Source: an optimization exercise on an open RTL-to-GDS flow (aim: small area, a short achievable clock period and few clock cycles per item). Production flows keep margins and buffers that such runs may drop.
Where RTL was checked, it was by simulation tests only, not by an equivalence proof against the original.

==> v34: inputs <==
==> flow/design.v (excerpt) <==
module cordic_vec_top (
    input  logic clk,
    input  logic rst_n,
    input  logic in_valid,
    output logic in_ready,
    input  logic signed [15:0] x_start,
    input  logic signed [15:0] y_start,
    output logic out_valid,
    input  logic out_ready,
    output logic signed [15:0] mag,
    output logic signed [31:0] theta
);
    logic k_v, o_v, adv;
    assign adv = ~k_v;
    assign in_ready = adv;
    logic o_en;
    assign o_en = ~o_v | out_ready;
    logic [15:0] s0_x, s0_y;
    logic s0_v;
    always_ff @(posedge clk) if (adv) begin s0_x <= x_start; s0_y <= y_start; end
    logic xneg, yneg, xz, yz, sflip;
    logic [16:0] pa, pb;
    assign xneg = s0_x[15]; assign yneg = s0_y[15];
    assign xz = (s0_x == 16'd0); assign yz = (s0_y == 16'd0);
    assign pa = xneg ? (17'd0 - {1'b1, s0_x}) : {1'b0, s0_x};
    assign pb = yneg ? (17'd0 - {1'b1, s0_y}) : {1'b0, s0_y};
    assign sflip = (~xneg & ~xz & ~yneg) | (xneg & (yneg | yz));
    logic [16:0] x_1;
    logic [15:0] y_1;
    logic d_0;
    logic [1:0] q0;
    assign x_1 = pa + pb;
    assign y_1 = sflip ? (pb[15:0] - pa[15:0]) : (pa[15:0] - pb[15:0]);
    assign d_0 = (~xneg & ~xz & yneg) | (xneg & ~yneg & ~yz);
    assign q0 = xz ? {yneg, 1'b1} : (xneg ? 2'b10 : 2'b00);
    logic s1_v;
    logic [16:0] s1_x;
    logic [0:0] s1_d;
    logic [1:0] s1_q;
    logic [15:0] s1_y;
    always_ff @(posedge clk) if (adv) begin s1_x <= x_1; s1_d <= {d_0}; s1_q <= q0; s1_y <= y_1; end
    logic d_1;
    assign d_1 = s1_y[15];
    logic [16:0] x_2;
    logic signed [16:0] ysh_1;
    assign ysh_1 = $signed({{1{s1_y[15]}}, s1_y}) >>> 1;
  ...
export LEC_CHECK = 0
export ABC_CLOCK_PERIOD_IN_PS = 2500
export CAP_MARGIN = 20
export CORE_MARGIN = 2
export CORE_UTILIZATION = 40
export SETUP_SLACK_MARGIN = 5
export SLEW_MARGIN = 20
create_clock -name core_clock -period 9.0 [get_ports {clk}]
run.sh (not shown) runs the stock make flow with config.mk's settings and CLKGATE_MAP_FILE= SYNTH_SCRIPT=/design/flow/synth_recipe.tcl, a recipe that flattens the netlist after the stock synthesis.
==> v11 (differences from v34) <==
- ABC_CLOCK_PERIOD_IN_PS: 2500 -> default
- SETUP_SLACK_MARGIN: 5 -> default
==> qor summary <==
metric	v11	v34
Outcome	complete, no violations	complete, no violations
Vias	24,199	25,812
RePlAce Congestion	0.854	0.863
Met3 Use GR	0.0199	0.0260
Total GRT Usage	0.155	0.164
Global routing usage on met2	0.271	0.289
Fraction of layout instances using a drive strength above 1	0.0628	0.212
WL met2	37.0 mm	41.1 mm
Register share of the cell area	0.383	0.346
Post-detailed-route wirelength per cell	15.4 um	15.9 um
Slack of the critical path	2.39 ns	2.97 ns
Clock skew	0.0281 ns	0.0331 ns
Worst Path Max Fanout	4	2
Min-Delay Startpoint	s9_d[8]	s9_d[2]
Detailed-route wire length on metal 1	34.2 mm	35.7 mm
Minimum period implied by the final worst setup slack	6.61 ns	6.03 ns
Critical path origin	s10_x[9]	s10_x[12]
No run of this note included a check of the RTL's function; only the layout flow was run.

* * *

==> 05-20 <==
Another version of the RTL of cordic_vec_top (not shown whole).
export LEC_CHECK = 0
export ABC_CLOCK_PERIOD_IN_PS = 2000
export CAP_MARGIN = 20
export CORE_MARGIN = 2
export CORE_UTILIZATION = 40
export CTS_CLUSTER_DIAMETER = 90
export CTS_CLUSTER_SIZE = 25
export SETUP_SLACK_MARGIN = 5
export SLEW_MARGIN = 20
create_clock -name core_clock -period 9.0 [get_ports {clk}]
standard.sh (not shown) runs the stock make flow with config.mk's settings and CLKGATE_MAP_FILE= SYNTH_SCRIPT=/design/flow/synth_recipe.tcl, a recipe that flattens the netlist after the stock synthesis.
==> flow/flow/run.sh <==
#!/bin/bash
# Own flow: the standard synthesis and layout (standard.sh), but with the
# post-synthesis / post-CTS / post-route repair_timing aiming at a larger
# setup margin (the clock period and all constraints stay the design's).
set -euo pipefail
MARGIN=$(cat flow/margin.txt)
bash standard.sh synth > synth.log 2>&1
# same make command as standard.sh, with SETUP_SLACK_MARGIN raised
CMD=$(grep '^make ' standard.sh | sed -e 's/"\${@:-finish}"//' -e "s/SETUP_SLACK_MARGIN=[^ ]*//")
eval "$CMD SETUP_SLACK_MARGIN=$MARGIN finish" > layout.log 2>&1
RES=$(ls -d orfs/results/*/cordic_vec_top/base)
: # left out here: write the final layout as DEF
==> flow/flow/margin.txt <==
5.8
==> 09-06: changes against 05-20 <==
--- a/flow/design.v
+++ b/flow/design.v
@@ -5,27 +5,26 @@
     output logic in_ready,
     input  logic signed [15:0] x_start,
     input  logic signed [15:0] y_start,
     output logic out_valid,
     input  logic out_ready,
     output logic signed [15:0] mag,
     output logic signed [31:0] theta
 );
-    logic k_v, o_v, adv;
-    assign adv = ~k_v;
-    logic rdy_q;
-    assign in_ready = rdy_q;
-    logic o_en;
-    assign o_en = ~o_v | out_ready;
+    logic i_v, o_v, adv;
+    assign adv = ~o_v | out_ready;
+    assign in_ready = ~i_v;
+    logic [15:0] i_x, i_y;
+    always_ff @(posedge clk) if (~i_v) begin i_x <= x_start; i_y <= y_start; end
     logic [15:0] s0_x, s0_y;
     logic s0_v;
     logic [15:0] e_x, e_y;
-    assign e_x = x_start;
-    assign e_y = y_start;
+    assign e_x = i_v ? i_x : x_start;
+    assign e_y = i_v ? i_y : y_start;
     logic e_xn, e_yn, e_xz, e_yz, e_sf;
     assign e_xn = e_x[15]; assign e_yn = e_y[15];
     assign e_xz = (e_x == 16'd0); assign e_yz = (e_y == 16'd0);
     assign e_sf = (~e_xn & ~e_xz & ~e_yn) | (e_xn & (e_yn | e_yz));
     logic s0_cyn, s0_cxn, s0_d0;
     logic [1:0] s0_q;
     always_ff @(posedge clk) if (adv) begin
         s0_x <= e_x; s0_y <= e_y;
@@ -3886,46 +3885,40 @@
             s8_v <= 1'b0;
             s9_v <= 1'b0;
             s10_v <= 1'b0;
             s11_v <= 1'b0;
             s12_v <= 1'b0;
             s13_v <= 1'b0;
             s14_v <= 1'b0;
             s15_v <= 1'b0;
-            k_v <= 1'b0;
-            rdy_q <= 1'b1;
+            i_v <= 1'b0;
             o_v <= 1'b0;
         end else begin
             if (adv) begin
-                s0_v <= in_valid;
+                s0_v <= i_v | in_valid;
                 s1_v <= s0_v;
                 s2_v <= s1_v;
                 s3_v <= s2_v;
                 s4_v <= s3_v;
                 s5_v <= s4_v;
                 s6_v <= s5_v;
                 s7_v <= s6_v;
                 s8_v <= s7_v;
                 s9_v <= s8_v;
                 s10_v <= s9_v;
                 s11_v <= s10_v;
                 s12_v <= s11_v;
                 s13_v <= s12_v;
                 s14_v <= s13_v;
                 s15_v <= s14_v;
+                o_v <= s15_v;
             end
-            k_v <= ~o_en & (k_v | s15_v);
-            rdy_q <= o_en | ~(k_v | s15_v);
-            if (o_en) o_v <= k_v | s15_v;
+            i_v <= ~adv & (i_v | in_valid);
         end
     end
-    logic [15:0] k_mag, o_mag;
-    logic [31:0] k_theta, o_theta;
-    always_ff @(posedge clk) if (adv) begin k_mag <= f_mag; k_theta <= f_theta; end
-    always_ff @(posedge clk) if (o_en) begin
-        o_mag <= k_v ? k_mag : f_mag;
-        o_theta <= k_v ? k_theta : f_theta;
-    end
+    logic [15:0] o_mag;
+    logic [31:0] o_theta;
+    always_ff @(posedge clk) if (adv) begin o_mag <= f_mag; o_theta <= f_theta; end
     assign out_valid = o_v;
     assign mag = o_mag;
     assign theta = o_theta;
 endmodule
==> flow/config.mk (replaced) <==
export PLATFORM = sky130hd
export DESIGN_NAME = cordic_vec_top
export DESIGN_NICKNAME = cordic_vec_top
export VERILOG_FILES = /design/flow/design.v
export SDC_FILE = /design/flow/constraint.sdc
export NUM_CORES = 4
export LEC_CHECK = 0
export ABC_CLOCK_PERIOD_IN_PS = 2000
export CAP_MARGIN = 20
export CORE_MARGIN = 2
export CORE_UTILIZATION = 40
export CTS_CLUSTER_DIAMETER = 80
export CTS_CLUSTER_SIZE = 20
export SETUP_SLACK_MARGIN = 5
export SLEW_MARGIN = 20
==> run summary <==
metric	05-20	09-06
Run status	no timing/DRC/antenna violations	no timing/DRC/antenna violations
Layout clock buffers	56	61
Path length in cells of the critical path	9	3
Share of the final layout cell area in multi-input gates	42.2%	42.1%
Post-CTS setup buffer count	34	33
Proportion of cell area occupied by registers	45.5%	45.0%
Tap cells	1414	1403
Worst-case reg-to-reg path depth	9	12
Net total in the final layout	4164	4091
Count of cell types in the netlist	77	91
Number of buffers inserted during clock tree synthesis	41	48
Sum of buffers and inverters on the critical path	2	3
Hold slack final	0.409 ns	0.406 ns
Actual transition at the worst max-transition pin	1.00 ns	0.851 ns
Area occupied by registers	0.0220 mm²	0.0217 mm²
Flip-flop and latch count after synthesis	753	735
Routed metal-1 wirelength	35.4 mm	35.6 mm
Count of flip-flops with a built-in enable after synthesis	686	685
Post-DR vias/cell	4.87	4.86
Setup skew after layout	0.0480 ns	0.0419 ns
Testbench counts of 05-20, summed over its fixed seeds: cycles 16,136, items 16,000.
For 09-06, only the layout was checked, not whether the RTL still works.

* * *

==> inputs of garnet <==
cordic_vec_top again, from the RTL that the note above started with.
Design cordic_vec_top, start of the top module:
module cordic_vec_top (
    input  logic clk,
    input  logic rst_n,
    input  logic in_valid,
    output logic in_ready,
    input  logic signed [15:0] x_start,
    input  logic signed [15:0] y_start,
    output logic out_valid,
    input  logic out_ready,
    output logic signed [15:0] mag,
    output logic signed [31:0] theta
);
clock: 9.0 ns
lec_check: 0
abc_clock_period_in_ps: 2000
cap_margin: 20
core_margin: 2
core_utilization: 40
cts_cluster_diameter: 80
cts_cluster_size: 20
setup_slack_margin: 5
slew_margin: 20
==> flow/flow/margin.txt <==
6.0
Scripts as last shown in full above: flow/flow/run.sh
==> inputs of raven, as changes to garnet <==
==> flow/flow/margin.txt (replaced) <==
5.8
==> inputs of lagoon, as changes to garnet <==
--- a/flow/design.v
+++ b/flow/design.v
@@ -10,12 +10,11 @@
     output logic signed [15:0] mag,
     output logic signed [31:0] theta
 );
     logic k_v, o_v, adv;
     assign adv = ~k_v;
-    logic rdy_q;
-    assign in_ready = rdy_q;
+    assign in_ready = adv;
     logic o_en;
     assign o_en = ~o_v | out_ready;
     logic [15:0] s0_x, s0_y;
     logic s0_v;
     logic [15:0] e_x, e_y;
@@ -3890,11 +3889,10 @@
             s12_v <= 1'b0;
             s13_v <= 1'b0;
             s14_v <= 1'b0;
             s15_v <= 1'b0;
             k_v <= 1'b0;
-            rdy_q <= 1'b1;
             o_v <= 1'b0;
         end else begin
             if (adv) begin
                 s0_v <= in_valid;
                 s1_v <= s0_v;
@@ -3912,11 +3910,10 @@
                 s13_v <= s12_v;
                 s14_v <= s13_v;
                 s15_v <= s14_v;
             end
             k_v <= ~o_en & (k_v | s15_v);
-            rdy_q <= o_en | ~(k_v | s15_v);
             if (o_en) o_v <= k_v | s15_v;
         end
     end
     logic [15:0] k_mag, o_mag;
     logic [31:0] k_theta, o_theta;
==> flow/flow/margin.txt (replaced) <==
5.8
==> notes <==
Core utilization: lagoon is lower than garnet (1.1 points).
In die area, raven and lagoon hardly differ.
In sequential cell count, garnet and raven do not differ.
Against garnet, the routed wire length of raven is lower by about 4.4%.
Testbench counts of garnet, summed over its fixed seeds: cycles 16,136, items 16,000.
Testbench counts of raven, summed over its fixed seeds: cycles 16,136, items 16,000.
Function not checked in lagoon: the RTL went through the layout flow alone.

==> separate check: timing with driven ports <==
No port has a modelled driver above. Below, the same layouts with a new extraction and two added sets of constraints.
Step 1 sets driving cells, clkbuf_16 on the clock port and buf_2 on the other inputs (assumed; they add their load-dependent delay and slew).
Step 2, shift: input delay + t, output delay - t, t = (earliest + latest rising clock arrival at the registers) / 2. This alone moves slack from input paths to output paths.
Slacks: no drivers / after step 1 / after step 2; pairs: no drivers / after step 1.
| run | t (ns) | setup slack, ns | hold slack, ns | latest minus earliest clock arrival (ns) | worst data-port slew with drivers (ns) |
|---|---|---|---|---|---|
| v34 | 0.666 | 2.968 / 2.968 / 2.968 | 0.411 / 0.411 / 0.411 | 0.034 / 0.034 | 0.04 |
| v11 | 0.674 | 2.385 / 2.385 / 2.385 | 0.409 / 0.409 / 0.409 | 0.030 / 0.030 | 0.05 |
| 05-20 | 0.675 | 5.887 / 5.822 / 5.444 | 0.409 / 0.409 / 0.409 | 0.048 / 0.048 | 0.05 |
| 09-06 | 0.705 | 5.767 / 5.702 / 5.219 | 0.406 / 0.406 / 0.406 | 0.042 / 0.043 | 0.05 |
| garnet | 0.693 | 5.879 / 5.850 / 5.564 | 0.414 / 0.414 / 0.414 | 0.033 / 0.033 | 0.04 |
| raven | 0.705 | 5.874 / 5.805 / 5.387 | 0.416 / 0.416 / 0.416 | 0.033 / 0.034 | 0.05 |
| lagoon | 0.679 | 5.772 / 5.707 / 5.349 | 0.394 / 0.394 / 0.394 | 0.042 / 0.042 | 0.05 |
After both steps setup and hold are still met in every run listed. The setup slack of 09-06, which loses most, moves by -0.065 ns with the drivers and by -0.548 ns with both steps.
